Context: an optimization exercise on an open-source flow, tuned for small area. The choices shown serve that exercise and are no tape-out recipe.
RTL that was checked went through simulation tests only; none was proved equivalent to the original.
For run 1, only the layout was checked, not whether the RTL still works.
In every run shown here, the design's own scripts or RTL, not TritonCTS, make the clock network.
No driver is modelled on the clock port, so clock power and skew are understated where the tree is cut down; a real chip needs a root buffer or a tree.
No activity file was given, so power comes from the tool's default toggle rates.

### flow/config.mk
export PLATFORM = sky130hd
export DESIGN_NAME = user_logic
export DESIGN_NICKNAME = user_logic
export VERILOG_FILES = /design/flow/design.v
export SDC_FILE = /design/flow/constraint.sdc
export NUM_CORES = 4
export LEC_CHECK = 0
export CAP_MARGIN = 20
export CORE_MARGIN = 2
export CORE_UTILIZATION = 65
export SLEW_MARGIN = 20
export SYNTH_HIERARCHICAL = 1
### flow/constraint.sdc
create_clock -name core_clock -period 10.0 [get_ports {Bus2IP_Clk}]
set_input_delay 2.0000 -clock core_clock [delete_from_list [all_inputs] [get_ports {Bus2IP_Clk}]]
set_output_delay 2.0000 -clock core_clock [all_outputs]
set_load 0.01 [all_outputs]
### flow/design.v
module user_logic
(
  IR_signal,
  Interrupt,
  Bus2IP_Clk,
  Bus2IP_Reset,
  Bus2IP_Data,
  Bus2IP_BE,
  Bus2IP_RdCE,
  Bus2IP_WrCE,
  IP2Bus_Data,
  IP2Bus_RdAck,
  IP2Bus_WrAck,
  IP2Bus_Error
);
parameter C_SLV_DWIDTH                   = 32;
parameter C_NUM_REG                      = 3;
input                                     IR_signal;
output                                    Interrupt;
input                                     Bus2IP_Clk;
input                                     Bus2IP_Reset;
input      [0 : C_SLV_DWIDTH-1]           Bus2IP_Data;
input      [0 : C_SLV_DWIDTH/8-1]         Bus2IP_BE;
input      [0 : C_NUM_REG-1]              Bus2IP_RdCE;
input      [0 : C_NUM_REG-1]              Bus2IP_WrCE;
output     [0 : C_SLV_DWIDTH-1]           IP2Bus_Data;
output                                    IP2Bus_RdAck;
output                                    IP2Bus_WrAck;
output                                    IP2Bus_Error;
  localparam [11:0] Y_RST  = 12'b100110100010;
  localparam [11:0] Y_A    = 12'b111011101000;
  localparam [11:0] Y_E    = 12'b000101110111;
  localparam [11:0] M_E    = 12'b111101111011;
  localparam [11:0] Y_T    = 12'b101110111000;
  localparam [11:0] M_T    = 12'b111111011100;
  localparam [11:0] Y_W    = 12'b111011100010;
  localparam [11:0] M_W    = 12'b111101110011;
  reg  [11:0] y;
  wire te = ((y & M_E) == (Y_E & M_E));
  wire tt = ((y & M_T) == (Y_T & M_T));
  wire tw = ((y & M_W) == (Y_W & M_W));
  always @(posedge Bus2IP_Clk)
    if (Bus2IP_Reset)  y <= Y_RST;
    else if (tw)       y <= Y_A;
    else               y <= {y[10:0], y[11] ^ y[10] ^ y[9] ^ y[3]};
  reg ir_d;
  always @(posedge Bus2IP_Clk)
    ir_d <= IR_signal;
  wire lvl_low  = ~ir_d & ~IR_signal;
  wire lvl_high =  ir_d &  IR_signal;
  reg  [6:0]  n1;      
  reg         wflag;   
  reg         sflag;   
  reg  [12:0] sr;      
  reg         pend;    
  wire lo_ok  = ~n1[3] & ~n1[2] & ~(n1[1] & n1[0]);
  wire r_zero = lo_ok & (n1[6:4] == 3'b001);
  wire r_one  = lo_ok & (n1[6:4] == 3'b010);
  wire r_strt = lo_ok & (n1[6:4] == 3'b100);
  wire send   = sflag & sr[0];
  wire dec    = lvl_high & wflag & sflag & (r_zero | r_one);
  wire ld     = lvl_high & r_strt & ~send;
  always @(posedge Bus2IP_Clk) begin
    wflag <= ~Bus2IP_Reset & ((te & lvl_low) | (wflag & ~(te & dec)));
    sflag <= ~Bus2IP_Reset & ~(te & send) & (sflag | (te & ld));
  end
  wire       n1_clr = Bus2IP_Reset | (te & IR_signal);
  wire [7:0] n1_c;
  assign n1_c[0] = te & ~(n1[6] & n1[5]);
  genvar ni;
  generate
    for (ni = 0; ni < 7; ni = ni + 1) begin : g_n1
      assign n1_c[ni+1] = n1_c[ni] & n1[ni];
      if (ni == 0) begin : b0
        always @(posedge Bus2IP_Clk) n1[ni] <= n1_clr | (n1[ni] ^ n1_c[ni]);
      end else begin : bn
        always @(posedge Bus2IP_Clk) n1[ni] <= ~n1_clr & (n1[ni] ^ n1_c[ni]);
      end
    end
  endgenerate
  wire sr_ld   = te & ld;
  wire sr_sh   = te & dec;
  wire sr_hold = ~(sr_ld | sr_sh);
  wire [12:0] sr_d;
  ul_ao22 u_sr [11:0] (.a(sr_sh), .b(sr[12:1]), .c(sr_hold), .d(sr[11:0]), .y(sr_d[11:0]));
  assign sr_d[12] = (sr_sh & r_one) | (sr_hold & sr[12]) | sr_ld;
  always @(posedge Bus2IP_Clk)
    sr <= sr_d;
  reg  [0:11] reg0;
  reg  [31:0] reg1;
  reg  [0:15] reg2_hi;
  reg         irq;
  wire [32:0] r1_c;    
  wire do_send = tt & pend;
  wire set_irq = tw & pend;
  wire clr_irq = irq & (reg2_hi == 16'h1000);
  wire wr2     = (Bus2IP_WrCE == 3'b001);
  always @(posedge Bus2IP_Clk)
    if (Bus2IP_Reset)               pend <= 1'b0;
    else if (te & send)             pend <= 1'b1;
    else if (r1_c[32])              pend <= 1'b0;
    else if (tw)                    pend <= 1'b0;
  wire r0_ld   = do_send & ~Bus2IP_Reset;
  wire r0_hold = ~do_send & ~Bus2IP_Reset;
  wire [0:11] reg0_d;
  ul_ao22 u_r0 [0:11] (.a(r0_ld), .b(sr[12:1]), .c(r0_hold), .d(reg0), .y(reg0_d));
  always @(posedge Bus2IP_Clk)
    reg0 <= reg0_d;
  assign r1_c[0] = do_send;
  genvar gi;
  generate
    for (gi = 0; gi < 32; gi = gi + 1) begin : g_r1
      assign r1_c[gi+1] = r1_c[gi] & reg1[gi];
      always @(posedge Bus2IP_Clk)
        reg1[gi] <= ~Bus2IP_Reset & (reg1[gi] ^ r1_c[gi]);
    end
  endgenerate
  always @(posedge Bus2IP_Clk)
    if (Bus2IP_Reset) begin
      irq     <= 1'b0;
    end else begin
      if (clr_irq)      irq <= 1'b0;
      else if (set_irq) irq <= 1'b1;
    end
  wire we_b0   = wr2 & Bus2IP_BE[0] & ~Bus2IP_Reset;
  wire we_b1   = wr2 & Bus2IP_BE[1] & ~Bus2IP_Reset;
  wire keep_b0 = ~(wr2 & Bus2IP_BE[0]) & ~(clr_irq | set_irq) & ~Bus2IP_Reset;
  wire keep_b1 = ~(wr2 & Bus2IP_BE[1]) & ~(clr_irq | set_irq) & ~Bus2IP_Reset;
  wire [0:15] reg2_d;
  ul_ao22 u_r2a [0:7] (.a(we_b0), .b(Bus2IP_Data[0:7]),  .c(keep_b0), .d(reg2_hi[0:7]),  .y(reg2_d[0:7]));
  ul_ao22 u_r2b [0:7] (.a(we_b1), .b(Bus2IP_Data[8:15]), .c(keep_b1), .d(reg2_hi[8:15]), .y(reg2_d[8:15]));
  always @(posedge Bus2IP_Clk)
    reg2_hi <= reg2_d;
  assign Interrupt = irq;
  wire rd0 = (Bus2IP_RdCE == 3'b100);
  wire rd1 = (Bus2IP_RdCE == 3'b010);
  wire rd2 = (Bus2IP_RdCE == 3'b001);
  assign IP2Bus_Data  = ({32{rd0}} & {20'b0, reg0})
                      | ({32{rd1}} & reg1)
                      | ({32{rd2}} & {reg2_hi, irq, 15'b0});
  assign IP2Bus_WrAck = Bus2IP_WrCE[0] | Bus2IP_WrCE[1] | Bus2IP_WrCE[2];
  assign IP2Bus_RdAck = Bus2IP_RdCE[0] | Bus2IP_RdCE[1] | Bus2IP_RdCE[2];
  assign IP2Bus_Error = 1'b0;
endmodule
module ul_ao22 (input a, input b, input c, input d, output y);
  assign y = (a & b) | (c & d);
endmodule
### flow/flow/run.sh
#!/bin/bash
# The standard layout (standard synthesis unchanged) with these changes:
#  * port buffers are buf_1 instead of the default clkdlybuf4s50_1;
#  * the clock tree is rebuilt after CTS by clock_tree.tcl (POST_CTS hook):
#    one inverter (CLK_ROOT_INV) on the clock port feeding CLK_NBUF
#    inverters (CLK_BUF_CELL), each driving one group of flip-flops;
#  * CTS itself inserts no dummy loads;
#  * after CTS, downsize.tcl swaps gates that synthesis upsized to smaller
#    cells of the same function where slew, load and timing allow.
# The full make output goes to flow_make.log in the work folder; ORFS's own
# per-step logs are under orfs/logs.
set -euo pipefail
cd "$(dirname "$0")/.."
export CLK_NBUF=3
export CLK_BUF_CELL=sky130_fd_sc_hd__inv_12
export CLK_ROOT_INV=sky130_fd_sc_hd__inv_4
bash standard.sh \
  BUFFER_PORTS_ARGS="-buffer_cell sky130_fd_sc_hd__buf_1" \
  CTS_ARGS="-sink_clustering_enable -repair_clock_nets -dont_use_dummy_load -buf_list sky130_fd_sc_hd__clkbuf_8" \
  POST_CTS_TCL="$(pwd)/flow/post_cts.tcl" \
  finish > flow_make.log 2>&1
### flow/flow/clock_tree.tcl
set nbuf [expr {[info exists ::env(CLK_NBUF)] ? $::env(CLK_NBUF) : 4}]
set balance [expr {[info exists ::env(CLK_BALANCE)] ? $::env(CLK_BALANCE) : 1}]
set bcell [expr {[info exists ::env(CLK_BUF_CELL)] ? $::env(CLK_BUF_CELL) : "sky130_fd_sc_hd__clkbuf_8"}]
set block [ord::get_db_block]
proc uniq_inst {n} { set b [ord::get_db_block]; while {[$b findInst $n] ne "NULL"} { append n "_r" }; return $n }
proc uniq_net {n} { set b [ord::get_db_block]; while {[$b findNet $n] ne "NULL"} { append n "_r" }; return $n }
set clkport [$block findBTerm Bus2IP_Clk]
set clknet [$clkport getNet]
# walk the tree from the port: collect buffers and sinks
set sinks {}
set bufs {}
set todo [list $clknet]
while {[llength $todo]} {
  set net [lindex $todo 0]; set todo [lrange $todo 1 end]
  foreach it [$net getITerms] {
    set inst [$it getInst]
    if {![$it isInputSignal] && [$it getIoType] ne "INPUT"} { continue }
    set m [[$inst getMaster] getName]
    if {[string match "*clkbuf*" $m] || [string match "*clkinv*" $m]} {
      lappend bufs $inst
      lappend todo [[$inst findITerm X] getNet]
    } else {
      lappend sinks $it
    }
  }
}
foreach b $bufs {
  set on [[$b findITerm X] getNet]
  foreach it [$b getITerms] { if {[$it getNet] ne "NULL"} { $it disconnect } }
  odb::dbInst_destroy $b
  if {$on ne "NULL" && $on ne $clknet && [llength [$on getITerms]] == 0} { odb::dbNet_destroy $on }
}
foreach it $sinks { if {[$it getNet] ne "NULL"} { $it disconnect } }
# k-means on sink locations
set pts {}
foreach it $sinks {
  set bb [[$it getInst] getBBox]
  lappend pts [list [expr {([$bb xMin]+[$bb xMax])/2.0}] [expr {([$bb yMin]+[$bb yMax])/2.0}]]
}
set n [llength $pts]
set cents {}
set sorted [lsort -real -index 0 $pts]
for {set k 0} {$k < $nbuf} {incr k} { lappend cents [lindex $sorted [expr {int(($k+0.5)*$n/$nbuf)}]] }
for {set iter 0} {$iter < 50} {incr iter} {
  # balanced assignment: each buffer takes at most cap sinks; the sinks with
  # the most to lose from a second choice pick first
  set cap [expr {$balance ? ($n + $nbuf - 1) / $nbuf : $n}]
  set order {}
  set i 0
  foreach p $pts {
    set ds {}
    for {set k 0} {$k < $nbuf} {incr k} {
      set c [lindex $cents $k]
      lappend ds [expr {abs([lindex $p 0]-[lindex $c 0]) + abs([lindex $p 1]-[lindex $c 1])}]
    }
    set sd [lsort -real $ds]
    lappend order [list $i [expr {[lindex $sd 1] - [lindex $sd 0]}] $ds]
    incr i
  }
  set asg [lrepeat $n 0]
  set used [lrepeat $nbuf 0]
  foreach o [lsort -real -decreasing -index 1 $order] {
    set ds [lindex $o 2]
    set best -1; set bd 1e30
    for {set k 0} {$k < $nbuf} {incr k} {
      if {[lindex $used $k] < $cap && [lindex $ds $k] < $bd} { set bd [lindex $ds $k]; set best $k }
    }
    lset asg [lindex $o 0] $best
    lset used $best [expr {[lindex $used $best] + 1}]
  }
  set nc {}
  for {set k 0} {$k < $nbuf} {incr k} {
    set sx 0; set sy 0; set cnt 0
    foreach p $pts a $asg { if {$a == $k} { set sx [expr {$sx+[lindex $p 0]}]; set sy [expr {$sy+[lindex $p 1]}]; incr cnt } }
    if {$cnt} { lappend nc [list [expr {$sx/$cnt}] [expr {$sy/$cnt}]] } else { lappend nc [lindex $cents $k] }
  }
  set cents $nc
}
set master [[ord::get_db] findMaster $bcell]
set feed $clknet
if {[info exists ::env(CLK_ROOT_INV)] && $::env(CLK_ROOT_INV) ne ""} {
  # an inverter pair: one inverter at the centre of the sinks feeds the
  # leaf inverters, so the sinks see the clock's own polarity
  set sx 0; set sy 0
  foreach c $cents { set sx [expr {$sx + [lindex $c 0]}]; set sy [expr {$sy + [lindex $c 1]}] }
  set r [odb::dbInst_create $block [[ord::get_db] findMaster $::env(CLK_ROOT_INV)] [uniq_inst "clkinv_root"]]
  $r setLocation [expr {int($sx/$nbuf)}] [expr {int($sy/$nbuf)}]
  $r setPlacementStatus PLACED
  set feed [odb::dbNet_create $block [uniq_net "clknet_root_n"]]
  $feed setSigType CLOCK
  [$r findITerm A] connect $clknet
  [$r findITerm Y] connect $feed
}
for {set k 0} {$k < $nbuf} {incr k} {
  set b [odb::dbInst_create $block $master [uniq_inst "clkbuf_leaf_$k"]]
  set c [lindex $cents $k]
  $b setLocation [expr {int([lindex $c 0])}] [expr {int([lindex $c 1])}]
  $b setPlacementStatus PLACED
  set net [odb::dbNet_create $block [uniq_net "clknet_leaf_$k"]]
  $net setSigType CLOCK
  [$b findITerm A] connect $feed
  set out [$b findITerm X]
  if {$out eq "NULL"} { set out [$b findITerm Y] }
  $out connect $net
  set cnt 0
  foreach it $sinks a $asg { if {$a == $k} { $it connect $net; incr cnt } }
  puts "clk4: buffer $k ($bcell) drives $cnt sinks"
}
puts "clk4: removed [llength $bufs] CTS buffers, [llength $sinks] sinks"
detailed_placement
check_placement -verbose
### flow/flow/downsize.tcl
# Gate sizing after CTS: synthesis (ABC) upsizes some gates on its own
# critical paths. For each logic cell with a drive strength above 1, try the
# smaller cells of the same function (_0, _1, _2), smallest first, and keep
# a swap only if, with placement parasitics, there is no max-slew or
# max-capacitance violation, the cell's own output slew stays under 0.6 ns,
# setup slack stays over 1 ns and hold slack over 0.1 ns. Flip-flops, the
# clock tree and inverters are left alone.
set block [ord::get_db_block]
set db [ord::get_db]
set swapped 0
set tried 0
estimate_parasitics -placement
foreach inst [$block getInsts] {
  set m [[$inst getMaster] getName]
  if {![regexp {^sky130_fd_sc_hd__(.*)_([0-9]+)$} $m -> fn drv]} { continue }
  if {$drv <= 1} { continue }
  if {[regexp {^(dfxtp|clkinv|inv|conb|tap|fill|decap|dlygate|clkdly)} $fn]} { continue }
  set on_clock 0
  foreach it [$inst getITerms] {
    set n [$it getNet]
    if {$n ne "NULL" && [$n getSigType] eq "CLOCK"} { set on_clock 1 }
  }
  if {$on_clock} { continue }
  set cands {}
  foreach d {0 1 2} {
    if {$d < $drv && [$db findMaster "sky130_fd_sc_hd__${fn}_$d"] ne "NULL"} {
      lappend cands "sky130_fd_sc_hd__${fn}_$d"
    }
  }
  if {![llength $cands]} { continue }
  incr tried
  foreach c $cands {
    set old [$inst getMaster]
    $inst swapMaster [$db findMaster $c]
    estimate_parasitics -placement
    set ok 1
    if {[sta::max_slew_violation_count] > 0 || [sta::max_capacitance_violation_count] > 0} { set ok 0 }
    if {$ok && ([sta::worst_slack_cmd max] < 1.0e-9 || [sta::worst_slack_cmd min] < 0.1e-9)} { set ok 0 }
    if {$ok} {
      foreach it [$inst getITerms] {
        if {![$it isOutputSignal]} { continue }
        set pin [get_pins "[$inst getName]/[[$it getMTerm] getName]"]
        foreach prop {slew_max_rise slew_max_fall} {
          if {[get_property $pin $prop] > 0.6} { set ok 0 }
        }
      }
    }
    if {$ok} { incr swapped; puts "downsize: [$inst getName] $m -> $c"; break }
    $inst swapMaster $old
  }
}
estimate_parasitics -placement
puts "downsize: tried $tried, swapped $swapped"
### flow/flow/post_cts.tcl
# POST_CTS hook: rebuild the clock tree, then size gates down where it is safe.
set flow_dir [file dirname [file normalize [info script]]]
source [file join $flow_dir clock_tree.tcl]
source [file join $flow_dir downsize.tcl]
### flow/standard.sh
#!/bin/bash
# synth_recipe.tcl (not shown) runs the flow's synth.tcl, then flattens the netlist and writes it again
# the make line also repeats each setting of config.mk as NAME=value (left out here)
make -C /OpenROAD-flow-scripts/flow DESIGN_CONFIG=/design/flow/config.mk WORK_HOME=/design/flow/orfs CLKGATE_MAP_FILE= SYNTH_SCRIPT=/design/flow/synth_recipe.tcl "${@:-finish}"
==> impl.org, run 1 <==
** Power
- Total power per unit cell area :: 132.7 nW/um^2
- Cell-internal power :: 419.0 uW
- For this design the static power due to leakage is 1.842 nW.
- Switch share :: 25.48%
- Sequential share of power :: 70.4%
- Peak supply drop :: 0.0001163 V
- For this design the total switching power over the nets is 143.3 uW.
- The share of total power dissipated in the clock network is 24.9%.
- Combinational logic burns 4.7% of the power.

** Synthesis
- Post-Syn Area per Cell :: 11.20 sq um
- Unique cell type count in the Yosys netlist :: 35
- Predominant post-synthesis flop cell :: sky130_fd_sc_hd__dfxtp_1
- Total nets after synthesis :: 429
- Share of the yosys chip area belonging to registers :: 50.26%
- After synthesis, the share of flip-flops with an asynchronous set or reset is 0%.
- The mapped netlist covers 3864 sq um.
- Synthesis handed over a netlist of 345 instances.
- Number of synthesized flops with an enable pin :: 0
- Yosys synthesis warning count :: 7
- Number of flip-flops and latches in the synthesized netlist :: 97

** STA
- Final setup violation count :: 0
- Setup TNS Final :: 0 ns
- Fmax :: 139.2 MHz
- For the pin with the worst max-slew slack, the measured transition is 1.061 ns.
- Slew headroom :: 29.15%
- Post-route worst hold slack :: 0.4785 ns
- The hold violation total from the final report came to 0.
- Between clock sinks in the finished design, the worst skew comes to 0.007312 ns.
- Counting I/O delays and the setup requirement, the final critical path takes 7.182 ns.
- Setup repair after global routing left no endpoint under its margin.
- Max Slew Vio Count :: 0
- Of the available clock period, the critical path in the final layout requires 71.82%.

** Detailed routing
- Routed wire length :: 7350 um
- DR iter-0 viols :: 114
- DRC :: 0
- Met3 routed wirelength :: 354 um
- Antenna Nets Post-Route :: 0
- Met2 wire len :: 3556 um
- Number of vias in the routed layout :: 2778
- Highest metal layer used by the detailed router :: met4
- Number of detailed-routing iterations run before antenna repair :: 4
- In the final routing, the length of wire on met1 measures 3376 um.
- After detailed routing, the average wire length per cell comes to 15.41 um.
- In the routed layout, each cell is associated on average with a via count of 5.824.

** Run
- The tool flagged a number of max-cap violations equal to 0.

** Setup path
- For the worst setup path, the data required time is 10.16 ns.
- The most critical setup path has its startpoint at y[6]$_SDFF_PP0_.
- Termination of the worst setup path :: pend$_SDFFE_PP0P_
- Type of destination of the critical path :: register
- Among all stages on the critical path, the largest delay is contributed by sky130_fd_sc_hd__dfxtp_1.
- At the worst endpoint, the arrival time is 7.34 ns.
- R2R cell count :: 36
- Kind of critical path :: register to register
- Crit Reg-Reg Startpoint :: y[6]$_SDFF_PP0_
- In this run the critical register-to-register path is captured at pend$_SDFFE_PP0P_.
- Of all nets on the critical path, the largest fanout is 3.
- In this design, the stage delay of the slowest critical-path cell is 0.37 ns.
- Flop2flop setup slack :: 2.82 ns
- By instance count, the cell type seen most on the critical path is sky130_fd_sc_hd__ha_1.
- Worst Setup Start Kind :: register

** CTS
- The clock reaches the later pin of the worst-skew pair after 0.23 ns.
- Clock-pin slew was measured on the worst setup and hold paths at 0.11 ns.
- The clock drives 97 sinks.

** Finish
- The post-route netlist has 2.239% of its cells at a drive strength greater than 1.
- Number of diodes added for antenna fixing :: 0
- Synthesis-to-layout area growth :: 9.683%
- At the end of the flow, the number of nets in the layout was 497.
- Fill count :: 458

** Global route
- Overall global routing resource usage :: 21.58%
- First-pass GRT wire length :: 11300 um
- Overflow left after global routing :: 0
- The initial antenna violation count was 0.
- Via count of the first global-routing pass :: 2423
- Entering global routing, the biggest net connects 51 pins.

** Die
- Starting density of the core :: 66.44%
- Placeable Area :: 5816 sq um
- The floorplan step set the die height to 81.10 um.
- Die width :: 81.10 um
- The floorplan step defined a die boundary enclosing 6577 sq um.
- Core Rows :: 28
- 81 I/O pins were placed.

** Placed design
- In this run the tool buffered the top-level ports with 61 buffer cells.
- Last weighted congestion value of the routability-driven placer :: 0.7934
- Post-DP HPWL :: 5240 um

** Worst hold path
- Path category of the worst min-delay check :: register to register

** Status
- The flow ran to the end and the layout has no timing, DRC or antenna violations.
==> Yosys stat by module (local to each module, per instance) <==
module | cells inside | times used | flip-flops and latches
ul_ao22 | 1 | 40 | 0
user_logic | 305 | 1 | 97
==> logic make-up (layout without fill, tap and decap cells) <==
group | Yosys count | in the layout | synth area share, %
AOI/OAI and AO/OA | 84 | 84 | 17.97
xor gates and xnor gates | 4 | 4 | 0.9069
adders and majority gates | 39 | 39 | 12.63
buffers and inverters | 18 | 75 | 1.878
DFF | 97 | 97 | 50.26
other | 1 | 1 | 0.09706
and+or+nand+nor | 102 | 102 | 16.26
==> critical path, delay by kind of cell, from the launching register on <==
kind,cells,cell delay (ns)
simple gates,3,0.68
fa+ha+maj,32,5.92
flops,1,0.37
compound gates,1,0.15
==> Yosys cell counts (all sizes together), types with 2 or more instances <==
master   number  area share, %
a21oi         8            1.0
a22o         69             16
and2         13            2.2
clkbuf       11            1.1
dfxtp        97             50
ha           39             13
inv           6           0.58
nand2         5           0.49
nand3         4           0.52
nand4         3           0.49
nand4b        3           0.68
nand4bb       2           0.58
nor2         13            1.3
nor2b        34            5.5
nor3          3           0.39
nor3b         5           0.97
nor4          5           0.81
nor4bb        2           0.52
o21ai         3           0.39
or2           2           0.32
or3           4           0.65
xor2          3           0.68
==> per-layer routing <==
| layer | vias up | global-route usage, % |
|---|---|---|
| met3 | 5 | 2.444 |
| met1 | 1312 | 28.41 |
| li1 | 1393 | - |
| met5 | - | 0 |
| met2 | 68 | 39.09 |
| met4 | 0 | 3.051 |
==> through the flow <==
step	total power [mW]	worst slack (ns)	cells	util (%)	cell area, sq um
detailed placement	0.4306	2.814	473	71.94	4184
global route	0.5835	2.477	477	72.87	4238
floorplan	0.4199	3.378	345	-	3864
finish	0.5623	2.818	477	72.87	4238
global placement	0.4300	2.886	473	71.94	4184
==> worst min-delay path by stage <==
stage	from	end	cells past startpoint
6_report	y[5]$_SDFF_PP1_	y[6]$_SDFF_PP0_	1
3_5_place_dp	y[1]$_SDFF_PP1_	y[2]$_SDFF_PP0_	1
5_1_grt	y[1]$_SDFF_PP1_	y[2]$_SDFF_PP0_	1
2_1_floorplan	y[1]$_SDFF_PP1_	y[2]$_SDFF_PP0_	1
3_3_place_gp	y[10]$_SDFF_PP0_	y[11]$_SDFF_PP1_	2
==> layout make-up <==
class	instances	area (sq um)	share of cell area, %
sequential	97	1942	45.82
multi-input combinational	230	1872	44.17
timing repair buffer	65	252.7	5.964
tap	75	93.84	2.214
inverter	10	77.57	1.831
==> cell usage in the layout, fill, tap and decap left out, drive strengths merged, types with 2 or more instances in the layout <==
cell type   n
dfxtp      97
a22o       69
buf        64
ha         39
nor2b      34
nor2       13
and2       13
inv        10
a21oi       8
nand2       5
nor3b       5
nor4        5
nand3       4
or3         4
nand4b      3
nand4       3
nor3        3
xor2        3
o21ai       3
nor4bb      2
nand4bb     2
or2         2
==> power by group through the flow <==
| stage | combinational, mW | sequential, mW | clock (mW) |
|---|---|---|---|
| 2_1_floorplan | 0.0168 | 0.403 | 0 |
| 3_5_place_dp | 0.0264 | 0.404 | 0 |
| 3_3_place_gp | 0.0256 | 0.404 | 0 |
| 5_1_grt | 0.0291 | 0.397 | 0.158 |
| 6_report | 0.0262 | 0.396 | 0.140 |
==> registers in the layout (all words and copies together), names as in the netlist <==
| signal | flops |
|---|---|
| irq | 1 |
| reg2_hi | 16 |
| reg0 | 12 |
| pend | 1 |
| ir_d | 1 |
| sr | 13 |
| n1 | 7 |
| sflag | 1 |
| reg1 | 32 |
| wflag | 1 |
| y | 12 |
==> run 2: changes to the inputs <==
--- a/flow/design.v
+++ b/flow/design.v
@@ -60,10 +60,16 @@
   wire send   = sflag & sr[0];
   wire dec    = lvl_high & wflag & sflag & (r_zero | r_one);
   wire ld     = lvl_high & r_strt & ~send;
-  always @(posedge Bus2IP_Clk) begin
-    wflag <= ~Bus2IP_Reset & ((te & lvl_low) | (wflag & ~(te & dec)));
-    sflag <= ~Bus2IP_Reset & ~(te & send) & (sflag | (te & ld));
-  end
+  always @(posedge Bus2IP_Clk)
+    if (Bus2IP_Reset) begin
+      wflag <= 1'b0;
+      sflag <= 1'b0;
+    end else if (te) begin
+      if (lvl_low)               wflag <= 1'b1;
+      else if (dec)              wflag <= 1'b0;
+      if (send)                  sflag <= 1'b0;
+      else if (ld)               sflag <= 1'b1;
+    end
   wire       n1_clr = Bus2IP_Reset | (te & IR_signal);
   wire [7:0] n1_c;
   assign n1_c[0] = te & ~(n1[6] & n1[5]);
==> run 2 against run 1 <==
- sequential power hardly changed
- worst hold slack worse by 0.024 ns
- final area is 0.15% higher
- routed wire length is 0.90% lower
- global-route usage is 0.45 points higher
- synthesized cell count stayed put
==> impl.org, run 2 <==
** Run
- The number of maximum-capacitance constraint violations was 0 (unchanged).

** Detailed routing
- The number of detailed-route iterations in the first pass came to 4 (unchanged).
- Routed wire length :: 7284 um (was 7350 um)
- Via count normalized by instance count :: 5.813 (was 5.824)
- Number of vias in the routed layout :: 2773 (was 2778)
- Wire length per cell :: 15.27 um (was 15.41 um)
- DR iter-0 viols :: 90 (was 114)
- The number of antenna-violating nets in the routed design came to 0 (unchanged).
- DRC :: 0 (unchanged)

** Setup path
- The critical path launch point type is a register (unchanged).
- Flop2flop setup slack :: 3.04 ns (was 2.82 ns)
- The type of element capturing the critical path was a register (unchanged).
- Kind of critical path :: register to register (unchanged)
- Kind of cell adding the most delay to the critical path :: adder cells (unchanged)
- The maximum cell stage delay along the critical path is 0.35 ns (was 0.37 ns).
- Most Frequent Cell on Critical Path :: sky130_fd_sc_hd__ha_1 (unchanged)
- WP data arrival :: 7.11 ns (was 7.34 ns)
- The required time reported for the critical path endpoint came to 10.16 ns (about the same).
- The buffer and inverter count on the worst path is 1 (was 0).
- The largest fanout on the critical path was 3 (unchanged).
- The cell type of the slowest stage on the worst timing path was sky130_fd_sc_hd__dfxtp_1 (unchanged).

** Die
- The number of placement rows was 28 (unchanged).
- Chip height :: 81.49 um (was 81.10 um)
- The standard cell core area is 5851 sq um (was 5816 sq um).
- The number of ports placed on the die boundary came to 81 (unchanged).
- The floorplan die area was 6640 sq um (was 6577 sq um).
- Die width :: 81.49 um (was 81.10 um)
- The effective utilization at floorplan was 66.70% (was 66.44%).

** Power
- Total power per unit cell area :: 132.7 nW/um^2 (about the same)
- The cell-internal power was 419.2 uW (was 419.0 uW).
- The relative contribution of the clock network to total power was 24.9% (about the same).
- The power dissipated by switching net loads is 143.8 uW (was 143.3 uW).
- The static leakage was 1.863 nW (was 1.842 nW).
- Switch share :: 25.54% (was 25.48%)
- Sequential share of power :: 70.3% (was 70.4%)
- The peak supply drop was 0.00009797 V (was 0.0001163 V).
- Combinational share of power :: 4.7% (about the same)

** STA
- The top achievable clock speed is 143.8 MHz (was 139.2 MHz).
- The sum of negative setup slack was 0 ns (unchanged).
- Final setup violation count :: 0 (unchanged)
- The setup skew after layout is 0.009214 ns (was 0.007312 ns).
- The minimum hold slack was 0.4547 ns (was 0.4785 ns).
- Final clock period utilization by the worst path :: 69.56% (was 71.82%)
- Final Hold Viols :: 0 (unchanged)
- RSZ-0062 raised after global routing: false (unchanged).
- Worst-case setup margin in the final layout :: 3.044 ns (was 2.818 ns)
- The transition time of the tightest slew-check pin was 1.041 ns (was 1.061 ns).
- The headroom to the max-slew limit was 30.27% (was 29.15%).
- Final critical delay including setup and external delays :: 6.956 ns (was 7.182 ns)
- Max Slew Vio Count :: 0 (unchanged)

** Synthesis
- The number of warnings printed during yosys synthesis came to 7 (unchanged).
- Unique cell type count in the Yosys netlist :: 44 (was 35)
- The number of synthesized flops with an enable pin came to 0 (unchanged).
- Total nets after synthesis :: 429 (unchanged)
- Share of the yosys chip area belonging to registers :: 49.76% (was 50.26%)
- The post-synthesis instance area is 3902 sq um (was 3864 sq um).
- The top cell type's share of synthesized area is 49.76% (was 50.26%).
- The share of synthesized registers carrying an async set or reset came to 0% (unchanged).
- The average instance area after synthesis is 11.31 sq um (was 11.20 sq um).
- Most numerous cell types in the synthesized netlist :: 97 x sky130_fd_sc_hd__dfxtp_1, 68 x sky130_fd_sc_hd__a22o_1, 39 x sky130_fd_sc_hd__ha_1 (was 97 x sky130_fd_sc_hd__dfxtp_1, 69 x sky130_fd_sc_hd__a22o_1, 39 x sky130_fd_sc_hd__ha_1)
- Cell with the most instances after synthesis :: sky130_fd_sc_hd__dfxtp_1 (unchanged)
- Gate count of the mapped netlist :: 345 (unchanged)
- The dominant register cell in the synthesized netlist was sky130_fd_sc_hd__dfxtp_1 (unchanged).
- Dominant cells by area after synthesis :: sky130_fd_sc_hd__dfxtp_1 50%, sky130_fd_sc_hd__a22o_1 15%, sky130_fd_sc_hd__ha_1 13%, sky130_fd_sc_hd__nor2b_1 5.5%, sky130_fd_sc_hd__and2_1 1.8% (was sky130_fd_sc_hd__dfxtp_1 50%, sky130_fd_sc_hd__a22o_1 16%, sky130_fd_sc_hd__ha_1 13%, sky130_fd_sc_hd__nor2b_1 5.5%, sky130_fd_sc_hd__and2_1 1.8%)
- Number of flip-flops and latches in the synthesized netlist :: 97 (unchanged)
- The library cell with the largest summed area after synthesis is sky130_fd_sc_hd__dfxtp_1 (unchanged).

** Global route
- The sum of overflow across all layers after global routing is 0 (unchanged).
- The global-route wire length before repair came to 11650 um (was 11300 um).
- Initial antenna violation count :: 0 (unchanged)
- Via count of the first global-routing pass :: 2543 (was 2423)
- Pin count of the biggest net entering global routing :: 51 (unchanged)
- Overall global routing resource usage :: 22.03% (was 21.58%)

** Finish
- The most common cell after layout, fill and taps aside is sky130_fd_sc_hd__dfxtp_1 (unchanged).
- Design area :: 4244 sq um (was 4238 sq um)
- The filler cell count came to 443 (was 458).
- Final cell utilization of the core :: 72.54% (was 72.87%)
- Synthesis-to-layout area growth :: 8.753% (was 9.683%)
- Fraction of layout instances using a drive strength above 1 :: 2.488% (was 2.239%)
- Most flops, register :: reg1 (unchanged)
- Largest registers ranked by flip-flop count :: reg1: 32 flops, reg2_hi: 16 flops, sr: 13 flops (unchanged)
- Number of diodes added for antenna fixing :: 0 (unchanged)
- Most frequent cells in the layout: 97 x sky130_fd_sc_hd__dfxtp_1, 69 x sky130_fd_sc_hd__a22o_1, 60 x sky130_fd_sc_hd__buf_1, 39 x sky130_fd_sc_hd__ha_1, 34 x sky130_fd_sc_hd__nor2b_1 (was 97 x sky130_fd_sc_hd__dfxtp_1, 69 x sky130_fd_sc_hd__a22o_1, 61 x sky130_fd_sc_hd__buf_1, 39 x sky130_fd_sc_hd__ha_1, 34 x sky130_fd_sc_hd__nor2b_1).
- # nets final :: 497 (unchanged)
- Flip-flop count of the largest register after layout :: 32 (unchanged)

** Placed design
- Post-DP HPWL :: 5202 um (was 5240 um)
- Last weighted congestion value of the routability-driven placer :: 0.7322 (was 0.7934)
- Number of port buffers :: 61 (unchanged)
- Placed cell areas :: 4213 sq um (was 4184 sq um)
- The post-placement setup slack is 3.108 ns (was 2.814 ns).

** Worst hold path
- Path category of the worst min-delay check :: register to register (unchanged)

** CTS
- Worst skew pair latency :: 0.23 ns (about the same)
- Clock slew at reported path FFs :: 0.11 ns (about the same)
- The number of clock sinks seen by CTS came to 97 (unchanged).

** Status
- Run status: finished clean (unchanged).
[run 2: cell count changes after synthesis, sizes merged, moves of 3 or more]
cell / change
nand2: +4
nor2: -4
and3: +3
clkbuf: -3
o21ai: -3
[run 2: routing by layer]
| layer | share of wire [%] | track usage, % |
|---|---|---|
| met3 | 4.0 | 2.198 |
| met1 | 47 | 29.26 |
| met2 | 48 | 39.02 |
| met5 | 0 | 0 |
| met4 | 1.5 | 4.746 |
[run 2: cell type report]
| class | instances | area, sq um | share of cell area, % |
|---|---|---|---|
| Inverter | 11 | 81.33 | 1.916 |
| Tap cell | 75 | 93.84 | 2.211 |
| Timing Repair Buffer | 64 | 249.0 | 5.867 |
| Multi-Input combinational cell | 230 | 1878 | 44.25 |
| Sequential cell | 97 | 1942 | 45.75 |
[run 2: worst min-delay path: cells and delay by family (launching register included)]
family	cells	cell delay (ns)
DFF	1	0.33
and+or+nand+nor	2	0.09
[run 2: through the flow]
step,total power [mW],std cells
detailed placement,0.4323,473
global placement,0.4316,473
global route,0.5818,477
finish,0.5630,477
floorplan,0.4214,345
[run 2: logic make-up (layout without fill, tap and decap cells)]
logic type,count (synthesis),in the layout,synth area share (%)
xor gates and xnor gates,4,4,0.8979
adders and majority gates,39,39,12.50
and+or+nand+nor,101,101,16.09
DFF,97,97,49.76
other,1,1,0.09609
AOI/OAI and AO/OA,85,85,18.76
buffers and inverters,18,75,1.892
[run 2: power groups by stage]
stage	combinational [mW]	sequential, mW	clock, mW
after floorplan	0.0183	0.403	0
after global placement	0.0273	0.404	0
after detailed placement	0.0279	0.404	0
after global routing	0.0299	0.397	0.155
final	0.0267	0.396	0.140
[run 2: worst paths after layout]
kind | from | end | cells past startpoint
max | y[10]$_SDFF_PP0_ | pend$_SDFFE_PP0P_ | 37
min | y[7]$_SDFF_PP1_ | y[8]$_SDFF_PP1_ | 2
max reg2reg | y[10]$_SDFF_PP0_ | pend$_SDFFE_PP0P_ | 37
min reg2reg | y[7]$_SDFF_PP1_ | y[8]$_SDFF_PP1_ | 2
[run 2: modules after synthesis, one instance, submodules excluded]
module	cells inside	copies in the design	cell area [sq um]	flops+latches
ul_ao22	1	40	8.758	0
user_logic	305	1	3552	97
==> run 3: changes to the inputs <==
--- a/flow/design.v
+++ b/flow/design.v
@@ -27,14 +27,14 @@
 output                                    IP2Bus_RdAck;
 output                                    IP2Bus_WrAck;
 output                                    IP2Bus_Error;
-  localparam [11:0] Y_RST  = 12'b100110100010;
-  localparam [11:0] Y_A    = 12'b111011101000;
-  localparam [11:0] Y_E    = 12'b000101110111;
-  localparam [11:0] M_E    = 12'b111101111011;
-  localparam [11:0] Y_T    = 12'b101110111000;
-  localparam [11:0] M_T    = 12'b111111011100;
-  localparam [11:0] Y_W    = 12'b111011100010;
-  localparam [11:0] M_W    = 12'b111101110011;
+  localparam [11:0] Y_RST  = 12'b111010000101;
+  localparam [11:0] Y_A    = 12'b110010001000;
+  localparam [11:0] Y_E    = 12'b000010000100;
+  localparam [11:0] M_E    = 12'b111100110111;
+  localparam [11:0] Y_T    = 12'b010000100000;
+  localparam [11:0] M_T    = 12'b100110111111;
+  localparam [11:0] Y_W    = 12'b000010000001;
+  localparam [11:0] M_W    = 12'b011001111111;
   reg  [11:0] y;
   wire te = ((y & M_E) == (Y_E & M_E));
   wire tt = ((y & M_T) == (Y_T & M_T));
@@ -42,7 +42,7 @@
   always @(posedge Bus2IP_Clk)
     if (Bus2IP_Reset)  y <= Y_RST;
     else if (tw)       y <= Y_A;
-    else               y <= {y[10:0], y[11] ^ y[10] ^ y[9] ^ y[3]};
+    else               y <= {y[10:0], y[11] ^ y[0]};
   reg ir_d;
   always @(posedge Bus2IP_Clk)
     ir_d <= IR_signal;
@@ -60,16 +60,10 @@
   wire send   = sflag & sr[0];
   wire dec    = lvl_high & wflag & sflag & (r_zero | r_one);
   wire ld     = lvl_high & r_strt & ~send;
-  always @(posedge Bus2IP_Clk)
-    if (Bus2IP_Reset) begin
-      wflag <= 1'b0;
-      sflag <= 1'b0;
-    end else if (te) begin
-      if (lvl_low)               wflag <= 1'b1;
-      else if (dec)              wflag <= 1'b0;
-      if (send)                  sflag <= 1'b0;
-      else if (ld)               sflag <= 1'b1;
-    end
+  always @(posedge Bus2IP_Clk) begin
+    wflag <= ~Bus2IP_Reset & ((te & lvl_low) | (wflag & ~(te & dec)));
+    sflag <= ~Bus2IP_Reset & ~(te & send) & (sflag | (te & ld));
+  end
   wire       n1_clr = Bus2IP_Reset | (te & IR_signal);
   wire [7:0] n1_c;
   assign n1_c[0] = te & ~(n1[6] & n1[5]);
==> run 3 against run 2 <==
- clock skew is 0.0060 ns higher
- largest cell class unchanged
- clock power about the same
- largest power group unchanged
- synthesized cell count is 1.2% lower
- still clean on timing, DRC and antenna
- final area decreased by 1.3%
- critical path depth stayed put
- via count shrank 0.18%
- register-to-register slack lost 0.21 ns
- first-iteration DRC count up 8.9%
- combinational power down 9.0%
==> impl.org, run 3 <==
** Finish
- The count of antenna diodes in the layout is 0 (unchanged).
- Fraction of layout instances using a drive strength above 1 :: 2.519% (was 2.488%)
- Sequential cell area :: 1942 sq um (unchanged)
- The flip-flop count of the largest register, all copies and words added is 32 (unchanged).
- Fill count :: 426 (was 443)
- The area taken by multi-input logic gates was 1842 sq um (was 1878 sq um).
- Largest registers ranked by flip-flop count: reg1: 32 flops, reg2_hi: 16 flops, sr: 13 flops (unchanged).
- Most common cell after layout, fill and taps aside :: sky130_fd_sc_hd__dfxtp_1 (unchanged)
- Most flops, register :: reg1 (unchanged)
- The number of nets in the layout is 491 (was 497).
- The synthesis-to-finish area growth was 9.091% (was 8.753%).
- Most frequent cells in the layout :: 97 x sky130_fd_sc_hd__dfxtp_1, 69 x sky130_fd_sc_hd__a22o_1, 61 x sky130_fd_sc_hd__buf_1, 38 x sky130_fd_sc_hd__ha_1, 36 x sky130_fd_sc_hd__nor2b_1 (was 97 x sky130_fd_sc_hd__dfxtp_1, 69 x sky130_fd_sc_hd__a22o_1, 60 x sky130_fd_sc_hd__buf_1, 39 x sky130_fd_sc_hd__ha_1, 34 x sky130_fd_sc_hd__nor2b_1)

** Synthesis
- Predominant post-synthesis flop cell :: sky130_fd_sc_hd__dfxtp_1 (unchanged)
- Most numerous cell types in the synthesized netlist :: 97 x sky130_fd_sc_hd__dfxtp_1, 69 x sky130_fd_sc_hd__a22o_1, 38 x sky130_fd_sc_hd__ha_1 (was 97 x sky130_fd_sc_hd__dfxtp_1, 68 x sky130_fd_sc_hd__a22o_1, 39 x sky130_fd_sc_hd__ha_1)
- Library cell occupying the most area in the post-synthesis netlist :: sky130_fd_sc_hd__dfxtp_1 (unchanged)
- Total nets after synthesis :: 424 (was 429)
- The number of synthesized flops with an enable pin is 0 (unchanged).
- The number of distinct library cell variants in the gate-level netlist after synthesis came to 40 (was 44).
- The average instance area after synthesis is 11.26 sq um (was 11.31 sq um).
- The top cell type's share of synthesized area came to 50.57% (was 49.76%).
- Ys async rst share :: 0% (unchanged)
- Dominant cells by area after synthesis: sky130_fd_sc_hd__dfxtp_1 51%, sky130_fd_sc_hd__a22o_1 16%, sky130_fd_sc_hd__ha_1 12%, sky130_fd_sc_hd__nor2b_1 5.9%, sky130_fd_sc_hd__and2_1 1.8% (was sky130_fd_sc_hd__dfxtp_1 50%, sky130_fd_sc_hd__a22o_1 15%, sky130_fd_sc_hd__ha_1 13%, sky130_fd_sc_hd__nor2b_1 5.5%, sky130_fd_sc_hd__and2_1 1.8%).
- The dominant cell by count in the synthesized netlist is sky130_fd_sc_hd__dfxtp_1 (unchanged).
- The post-synthesis instance area came to 3840 sq um (was 3902 sq um).
- Share of the yosys chip area belonging to registers :: 50.57% (was 49.76%)
- The number of instances in the synthesized netlist is 341 (was 345).
- Number of flip-flops and latches in the synthesized netlist :: 97 (unchanged)
- Yosys synthesis warning count :: 7 (unchanged)

** STA
- RSZ-0062 raised after global routing :: false (unchanged)
- The shortest period the worst path allows came to 7.162 ns (was 6.956 ns).
- The setup skew after layout is 0.01524 ns (was 0.009214 ns).
- The top achievable clock speed came to 139.6 MHz (was 143.8 MHz).
- Setup TNS Final :: 0 ns (unchanged)
- Final Hold Viols :: 0 (unchanged)
- The minimum hold slack was 0.4542 ns (was 0.4547 ns).
- Slew headroom :: 27.61% (was 30.27%)
- Final setup violation count :: 0 (unchanged)
- Pin slew with the least headroom to its limit :: 1.081 ns (was 1.041 ns)
- The ratio of final minimum period to clock period was 71.62% (was 69.56%).
- The number of slew-limit violations in the final report was 0 (unchanged).

** Placed design
- The routability congestion estimate from global placement came to 0.8108 (was 0.7322).
- Number of port buffers :: 61 (unchanged)
- Post-DP HPWL :: 5225 um (was 5202 um)

** Power
- Clock share of power :: 25.0% (was 24.9%)
- The combinational share of power came to 4.3% (was 4.7%).
- Total power per unit cell area :: 133.5 nW/um^2 (was 132.7 nW/um^2)
- The switching part of the total power is 25.52% (was 25.54%).
- The power dissipated by switching net loads is 142.8 uW (was 143.8 uW).
- The cell-internal power came to 416.6 uW (was 419.2 uW).
- The sequential power share was 70.6% (was 70.3%).
- The peak supply drop was 0.0001135 V (was 0.00009797 V).
- Pleak :: 1.829 nW (was 1.863 nW)

** Detailed routing
- The total DRC errors in the routed layout is 0 (unchanged).
- The detailed-route wire length per cell was 15.73 um (was 15.27 um).
- The aggregate routed wire length came to 7379 um (was 7284 um).
- DR iter-0 viols :: 98 (was 90)
- Via count normalized by instance count :: 5.902 (was 5.813)
- Number of vias in the routed layout :: 2768 (was 2773)
- Number of detailed-routing iterations run before antenna repair :: 4 (unchanged)
- The number of antenna-violating nets in the routed design came to 0 (unchanged).

** Die
- Placeable Area :: 5608 sq um (was 5851 sq um)
- The floorplan die area is 6538 sq um (was 6640 sq um).
- The die height came to 80.86 um (was 81.49 um).
- The chip width is 80.86 um (was 81.49 um).
- # IOs :: 81 (unchanged)
- Starting density of the core :: 68.47% (was 66.70%)
- Core Rows :: 27 (was 28)

** Global route
- First-pass GRT wire length :: 12160 um (was 11650 um)
- The sum of overflow across all layers after global routing came to 0 (unchanged).
- The via count of the first global-routing pass was 2615 (was 2543).
- Overall global routing resource usage :: 23.33% (was 22.03%)
- Pin count of the biggest net entering global routing :: 48 (was 51)
- Initial antenna violation count :: 0 (unchanged)

** Setup path
- The buffer and inverter count on the worst path is 0 (was 1).
- The type of element capturing the critical path is a register (unchanged).
- Worst Setup Start Kind :: register (unchanged)
- Kind of cell adding the most delay to the critical path :: adder cells (unchanged)
- The maximum cell stage delay along the critical path came to 0.43 ns (was 0.35 ns).
- The cell type of the slowest stage on the worst timing path is sky130_fd_sc_hd__dfxtp_1 (unchanged).
- The worst setup path category was register to register (unchanged).
- WP data arrival :: 7.30 ns (was 7.11 ns)
- The required time reported for the critical path endpoint was 10.14 ns (was 10.16 ns).
- The cell with the most instances on the worst path is sky130_fd_sc_hd__ha_1 (unchanged).
- The largest fanout on the critical path came to 5 (was 3).

** Status
- Run status: finished clean (unchanged).

** Worst hold path
- The class of the worst hold path is register to register (unchanged).

** CTS
- Worst skew pair latency :: 0.23 ns (about the same)
- Number of sinks on the clock net :: 97 (unchanged)
- The clock slew seen by the registers of the worst setup and hold paths came to 0.11 ns (about the same).

** Run
- Total of max-cap violations :: 0 (unchanged)
## run 3: worst paths after layout
path | slack (ns) | start | cells past startpoint | endpoint
max | 2.84 | y[0]$_SDFF_PP1_ | 37 | pend$_SDFFE_PP0P_
min | 0.45 | y[8]$_SDFF_PP0_ | 2 | y[9]$_SDFF_PP1_
max reg2reg | 2.84 | y[0]$_SDFF_PP1_ | 37 | pend$_SDFFE_PP0P_
min reg2reg | 0.45 | y[8]$_SDFF_PP0_ | 2 | y[9]$_SDFF_PP1_
## run 3: metal layers
layer	wire, um	part of all wire [%]	track usage [%]	up-vias
met5	0	0	0	-
met4	60	0.81	3.729	0
met3	352	4.8	2.444	6
met2	3572	48	41.24	68
met1	3393	46	31.53	1318
li1	-	-	-	1376
## run 3: stage by stage
stage	total power, mW	instance area, sq um	std cells	utilization [%]	setup slack (ns)
finish	0.5594	4189	469	74.70	2.838
global placement	0.4277	4151	465	74.03	3.036
floorplan	0.4185	3840	341	-	3.571
detailed placement	0.4286	4151	465	74.03	2.885
global route	0.5807	4189	469	74.70	2.480
## run 3: logic make-up (layout without fill, tap and decap cells)
| kind of cell | after synthesis | count (layout) | synth area share [%] |
|---|---|---|---|
| xor gates and xnor gates | 3 | 3 | 0.6844 |
| buffers and inverters | 16 | 72 | 1.694 |
| and+or+nand+nor | 102 | 102 | 16.26 |
| AOI/OAI and AO/OA | 84 | 84 | 18.31 |
| DFF | 97 | 97 | 50.57 |
| other | 1 | 1 | 0.09766 |
| adders and majority gates | 38 | 38 | 12.38 |
## run 3: tightest hold or removal path, cell delays in order (launching register included)
cell and delay (ns):
sky130_fd_sc_hd__dfxtp_1 0.33, sky130_fd_sc_hd__nand2_1 0.05, sky130_fd_sc_hd__nand2_1 0.04
## run 3: power groups by stage
stage                     combinational [mW]  clock (mW)  sequential (mW)
after detailed placement              0.0248           0            0.404
final                                 0.0243       0.140            0.395
after global placement                0.0240           0            0.404
after floorplan                       0.0158           0            0.403
after global routing                  0.0269       0.158            0.396
## run 3: cell type report
type | count | area share (%)
Inverter | 9 | 1.762
Multi-Input combinational cell | 228 | 43.97
Sequential cell | 97 | 46.36
Tap cell | 72 | 2.151
Timing Repair Buffer | 63 | 5.765
## run 3: per-module statistics from Yosys, one instance, submodules excluded
module      cell area (sq um)  cells inside  copies in the design  flip-flops and latches
ul_ao22                 8.758             1                    40                       0
user_logic               3490           301                     1                      97
==> run 4: changes to the inputs <==
--- a/flow/design.v
+++ b/flow/design.v
@@ -52,12 +52,13 @@
   reg         wflag;   
   reg         sflag;   
   reg  [12:0] sr;      
-  reg         pend;    
   wire lo_ok  = ~n1[3] & ~n1[2] & ~(n1[1] & n1[0]);
   wire r_zero = lo_ok & (n1[6:4] == 3'b001);
   wire r_one  = lo_ok & (n1[6:4] == 3'b010);
   wire r_strt = lo_ok & (n1[6:4] == 3'b100);
   wire send   = sflag & sr[0];
+  wire pend   = ~sflag & sr[0];    
+  wire [32:0] r1_c;                
   wire dec    = lvl_high & wflag & sflag & (r_zero | r_one);
   wire ld     = lvl_high & r_strt & ~send;
   always @(posedge Bus2IP_Clk) begin
@@ -82,7 +83,10 @@
   wire sr_sh   = te & dec;
   wire sr_hold = ~(sr_ld | sr_sh);
   wire [12:0] sr_d;
-  ul_ao22 u_sr [11:0] (.a(sr_sh), .b(sr[12:1]), .c(sr_hold), .d(sr[11:0]), .y(sr_d[11:0]));
+  wire [11:0] sr_m;
+  ul_ao22 u_sr [11:0] (.a(sr_sh), .b(sr[12:1]), .c(sr_hold), .d(sr[11:0]), .y(sr_m));
+  assign sr_d[11:1] = sr_m[11:1];
+  assign sr_d[0]  = sr_m[0] & ~Bus2IP_Reset & ~(pend & (tw | r1_c[32]));
   assign sr_d[12] = (sr_sh & r_one) | (sr_hold & sr[12]) | sr_ld;
   always @(posedge Bus2IP_Clk)
     sr <= sr_d;
@@ -90,16 +94,10 @@
   reg  [31:0] reg1;
   reg  [0:15] reg2_hi;
   reg         irq;
-  wire [32:0] r1_c;    
   wire do_send = tt & pend;
   wire set_irq = tw & pend;
   wire clr_irq = irq & (reg2_hi == 16'h1000);
   wire wr2     = (Bus2IP_WrCE == 3'b001);
-  always @(posedge Bus2IP_Clk)
-    if (Bus2IP_Reset)               pend <= 1'b0;
-    else if (te & send)             pend <= 1'b1;
-    else if (r1_c[32])              pend <= 1'b0;
-    else if (tw)                    pend <= 1'b0;
   wire r0_ld   = do_send & ~Bus2IP_Reset;
   wire r0_hold = ~do_send & ~Bus2IP_Reset;
   wire [0:11] reg0_d;
==> run 4 against run 3 <==
- still clean
- sequential power decreased by 1%
- critical path depth unchanged
- synthesized area decreased by 0.49%
- power decreased by 0.60%
- sequential cell count decreased by 1
- register-to-register slack improved by 0.10 ns
- first-iteration DRC count increased by 6.1%
- combinational power decreased by 7%
- clock power about the same
- cell count decreased by 1.7%
- worst setup slack improved by 0.10 ns
==> impl.org, run 4 <==
** Worst hold path
- The startpoint of the tightest hold check path is y[6]$_SDFF_PP0_ (was y[8]$_SDFF_PP0_).
- Worst Hold Endpoint :: y[7]$_SDFF_PP1_ (was y[9]$_SDFF_PP1_)
- Path category of the worst min-delay check :: register to register (unchanged)
- Count of cells along the worst hold path :: 1 (was 2)

** Detailed routing
- The number of antenna-violating nets in the routed design came to 0 (unchanged).
- Number of detailed-routing iterations run before antenna repair :: 4 (unchanged)
- The number of vias in the routed layout is 2665 (was 2768).
- The aggregate routed wire length came to 7135 um (was 7379 um).
- Via count normalized by instance count :: 5.781 (was 5.902)
- The total DRC errors in the routed layout is 0 (unchanged).
- DR iter-0 viols :: 104 (was 98)
- The detailed-route wire length per cell came to 15.48 um (was 15.73 um).

** Setup path
- Worst path max stage delay :: 0.40 ns (was 0.43 ns)
- The worst setup path category is register to register (unchanged).
- Type of destination of the critical path :: register (unchanged)
- The cell with the most instances on the worst path was sky130_fd_sc_hd__ha_1 (unchanged).
- R2R cell count :: 37 (unchanged)
- The worst-case register-to-register setup slack came to 2.94 ns (was 2.84 ns).
- The critical register-to-register path startpoint is y[0]$_SDFF_PP1_ (unchanged).
- End of the worst register-to-register path :: sr[0]$_DFF_P_ (was pend$_SDFFE_PP0P_)
- Critical Path RT :: 10.17 ns (was 10.14 ns)
- WP data arrival :: 7.23 ns (was 7.30 ns)
- Peak fanout along the critical path :: 4 (was 5)
- The critical path launch point type was a register (unchanged).
- The cell type of the slowest stage on the worst timing path is sky130_fd_sc_hd__dfxtp_1 (unchanged).

** STA
- RSZ-0062 raised after global routing :: false (unchanged)
- The sum of negative setup slack is 0 ns (unchanged).
- The top achievable clock speed came to 141.7 MHz (was 139.6 MHz).
- Worst-case setup margin in the final layout :: 2.943 ns (was 2.838 ns)
- Final critical delay including setup and external delays :: 7.057 ns (was 7.162 ns)
- Final Hold Viols :: 0 (unchanged)
- The transition time of the tightest slew-check pin came to 1.075 ns (was 1.081 ns).
- Max Slew Vio Count :: 0 (unchanged)
- The headroom to the max-slew limit came to 28.05% (was 27.61%).
- The setup skew after layout is 0.01582 ns (was 0.01524 ns).
- The minimum hold slack was 0.4573 ns (was 0.4542 ns).
- The total of endpoints with negative setup slack in the final report was 0 (unchanged).
- The ratio of final minimum period to clock period was 70.57% (was 71.62%).

** Synthesis
- The portion of the post-synthesis area used by sequential elements came to 50.29% (was 50.57%).
- Library cell occupying the most area in the post-synthesis netlist :: sky130_fd_sc_hd__dfxtp_1 (unchanged)
- The share of synthesized registers carrying an async set or reset was 0% (unchanged).
- Most numerous cell types in the synthesized netlist :: 96 x sky130_fd_sc_hd__dfxtp_1, 69 x sky130_fd_sc_hd__a22o_1, 38 x sky130_fd_sc_hd__ha_1, 38 x sky130_fd_sc_hd__nor2b_1 (was 97 x sky130_fd_sc_hd__dfxtp_1, 69 x sky130_fd_sc_hd__a22o_1, 38 x sky130_fd_sc_hd__ha_1)
- The post-synth net total was 415 (was 424).
- The dominant cell by count in the synthesized netlist is sky130_fd_sc_hd__dfxtp_1 (unchanged).
- Dominant cells by area after synthesis: sky130_fd_sc_hd__dfxtp_1 50%, sky130_fd_sc_hd__a22o_1 16%, sky130_fd_sc_hd__ha_1 12%, sky130_fd_sc_hd__nor2b_1 6.2%, sky130_fd_sc_hd__and2_1 1.8% (was sky130_fd_sc_hd__dfxtp_1 51%, sky130_fd_sc_hd__a22o_1 16%, sky130_fd_sc_hd__ha_1 12%, sky130_fd_sc_hd__nor2b_1 5.9%, sky130_fd_sc_hd__and2_1 1.8%).
- Synth top area share :: 50.29% (was 50.57%)
- The number of synthesized flops with an enable pin was 0 (unchanged).
- The number of warnings printed during yosys synthesis came to 7 (unchanged).
- The synthesized flop and latch total is 96 (was 97).
- Netlist area before placement :: 3821 sq um (was 3840 sq um)
- Predominant post-synthesis flop cell :: sky130_fd_sc_hd__dfxtp_1 (unchanged)
- The number of distinct library cell variants in the gate-level netlist after synthesis was 38 (was 40).
- Post-Syn Area per Cell :: 11.51 sq um (was 11.26 sq um)
- The number of instances in the synthesized netlist is 332 (was 341).

** Die
- Core Rows :: 27 (unchanged)
- The number of ports placed on the die boundary is 81 (unchanged).
- Floorplan die area :: 6508 sq um (was 6538 sq um)
- Placeable Area :: 5608 sq um (unchanged)
- The chip width came to 80.67 um (was 80.86 um).
- The die height came to 80.67 um (was 80.86 um).
- The effective utilization at floorplan came to 68.14% (was 68.47%).

** Power
- Pleak :: 1.827 nW (was 1.829 nW)
- The total power per unit cell area was 134.8 nW/um^2 (was 133.5 nW/um^2).
- Total Power Consumption :: 556.0 uW (was 559.4 uW)
- The peak supply drop came to 0.0001238 V (was 0.0001135 V).

** Placed design
- Post-DP HPWL :: 5250 um (was 5225 um)
- The port buffer count was 61 (unchanged).
- Last weighted congestion value of the routability-driven placer :: 0.7920 (was 0.8108)
- Placed cell areas :: 4121 sq um (was 4151 sq um)
- Pre-CTS setup slack :: 2.862 ns (was 2.885 ns)
- Number of instances in the placed design :: 457 (was 465)

** Finish
- Most frequent cells in the layout :: 96 x sky130_fd_sc_hd__dfxtp_1, 69 x sky130_fd_sc_hd__a22o_1, 62 x sky130_fd_sc_hd__buf_1, 38 x sky130_fd_sc_hd__nor2b_1, 38 x sky130_fd_sc_hd__ha_1 (was 97 x sky130_fd_sc_hd__dfxtp_1, 69 x sky130_fd_sc_hd__a22o_1, 61 x sky130_fd_sc_hd__buf_1, 38 x sky130_fd_sc_hd__ha_1, 36 x sky130_fd_sc_hd__nor2b_1)
- Largest registers ranked by flip-flop count: reg1: 32 flops, reg2_hi: 16 flops, sr: 13 flops (unchanged).
- Most flops, register :: reg1 (unchanged)
- The number of non-filler instances in the completed layout is 461 (was 469).
- # nets final :: 483 (was 491)
- Fraction of layout instances using a drive strength above 1 :: 1.799% (was 2.519%)
- Final cell utilization of the core :: 73.54% (was 74.70%)
- The synthesis-to-finish area growth came to 7.924% (was 9.091%).
- Flip-flop count of the largest register after layout :: 32 (unchanged)
- The count of antenna diodes in the layout is 0 (unchanged).
- The post-route cell area was 4124 sq um (was 4189 sq um).
- The most common cell after layout, fill and taps aside is sky130_fd_sc_hd__dfxtp_1 (unchanged).

** Global route
- Overflow left after global routing :: 0 (unchanged)
- The initial antenna violation count is 0 (unchanged).
- Pin count of the biggest net entering global routing :: 46 (was 48)
- The global-route wire length before repair came to 12070 um (was 12160 um).
- The global-route usage over all layers came to 23.17% (was 23.33%).
- The via count of the first global-routing pass is 2577 (was 2615).

** CTS
- The clock insertion delay at the later pin of the skew report is 0.23 ns (about the same).
- Clock slew at reported path FFs :: 0.11 ns (about the same)
- Number of sinks on the clock net :: 96 (was 97)

** Status
- Run status :: finished clean (unchanged)

** Run
- Total of max-cap violations :: 0 (unchanged)
## run 4: cell count changes in the layout (fill, tap and decap cells not counted), moves of 3 or more
cell                       before  now
sky130_fd_sc_hd__nand2_1       10    6
sky130_fd_sc_hd__or3_1          2    5
sky130_fd_sc_hd__nor3b_1        2    5
sky130_fd_sc_hd__nand2b_1       4    1
sky130_fd_sc_hd__a21oi_1        6    1
sky130_fd_sc_hd__and3_1         0    4
## run 4: cell type report
class                           instances  area [sq um]
Multi-Input combinational cell        222          1803
Timing Repair Buffer                   64         242.7
Sequential cell                        96          1922
Fill cell                             450          1484
Tap cell                               72         90.09
Inverter                                7         66.31
## run 4: logic make-up (layout without fill, tap and decap cells)
kind of cell | Yosys count | in the layout | synth area share, %
simple gates | 100 | 100 | 16.83
flops | 96 | 96 | 50.29
compound gates | 80 | 80 | 18.11
fa+ha+maj | 38 | 38 | 12.44
buf+inv | 14 | 71 | 1.539
xor+xnor | 3 | 3 | 0.6877
other cells | 1 | 1 | 0.09814
## run 4: routing by layer
layer | track usage [%] | vias up | share of wire (%)
met2 | 39.25 | 48 | 47
met5 | 0 | - | 0
met1 | 31.62 | 1264 | 49
li1 | - | 1347 | -
met4 | 4.407 | 0 | 0.95
met3 | 3.483 | 6 | 3.9
## run 4: where the power goes
part | internal (mW) | total (mW) | switching [mW]
Clock | 0.0176 | 0.143 | 0.125
Sequential | 0.387 | 0.391 | 0.00362
Combinational | 0.00790 | 0.0226 | 0.0147
## run 4: Yosys stat by module, one instance, submodules excluded
module,cell area [sq um],flip-flops and latches,times used
user_logic,3471,96,1
ul_ao22,8.758,0,40
## run 4: how the worst max path moves through the flow
| stage | from | to | slack, ns | depth (start not counted) |
|---|---|---|---|---|
| detailed placement | y[0]$_SDFF_PP1_ | sr[0]$_DFF_P_ | 2.86 | 37 |
| floorplan | y[0]$_SDFF_PP1_ | reg1[31]$_DFF_P_ | 3.44 | 36 |
| finish | y[0]$_SDFF_PP1_ | sr[0]$_DFF_P_ | 2.94 | 37 |
| global route | y[0]$_SDFF_PP1_ | sr[0]$_DFF_P_ | 2.59 | 37 |
| global placement | y[0]$_SDFF_PP1_ | sr[0]$_DFF_P_ | 2.90 | 37 |
## run 4: critical path: cells and delay by family, from the launching register on
kind	cells	cell delay, ns
adders and majority gates	32	5.91
DFF	1	0.40
AOI/OAI and AO/OA	1	0.16
and+or+nand+nor	4	0.56

==> port drivers added, routing unchanged <==
The results above use ideal ports. As a check the final layouts listed here were re-extracted and re-timed, cells and wires unchanged.
Step 1 (the two cells are an assumption about what drives the block):
set clk [get_ports {Bus2IP_Clk}]
set_driving_cell -lib_cell sky130_fd_sc_hd__clkbuf_16 $clk
set_driving_cell -lib_cell sky130_fd_sc_hd__buf_2 [delete_from_list [all_inputs] $clk]
Step 2, shift: input delay + t, output delay - t, t = (earliest + latest rising clock arrival at the registers) / 2. This alone moves slack from input paths to output paths.
a / b / c = ideal ports / drivers / drivers and shift; a / b = the first two.
run	t, ns	slack for setup (ns)	worst setup path after step 2	worst slew at a driven data input, ns
run 1	0.259	2.818 / 2.818 / 2.818	register to register	0.04
run 2	0.257	3.044 / 3.044 / 3.044	register to register	0.03
run 3	0.260	2.838 / 2.838 / 2.838	register to register	0.04
run 4	0.259	2.943 / 2.943 / 2.943	register to register	0.03
After both steps setup and hold are still met in every run listed.
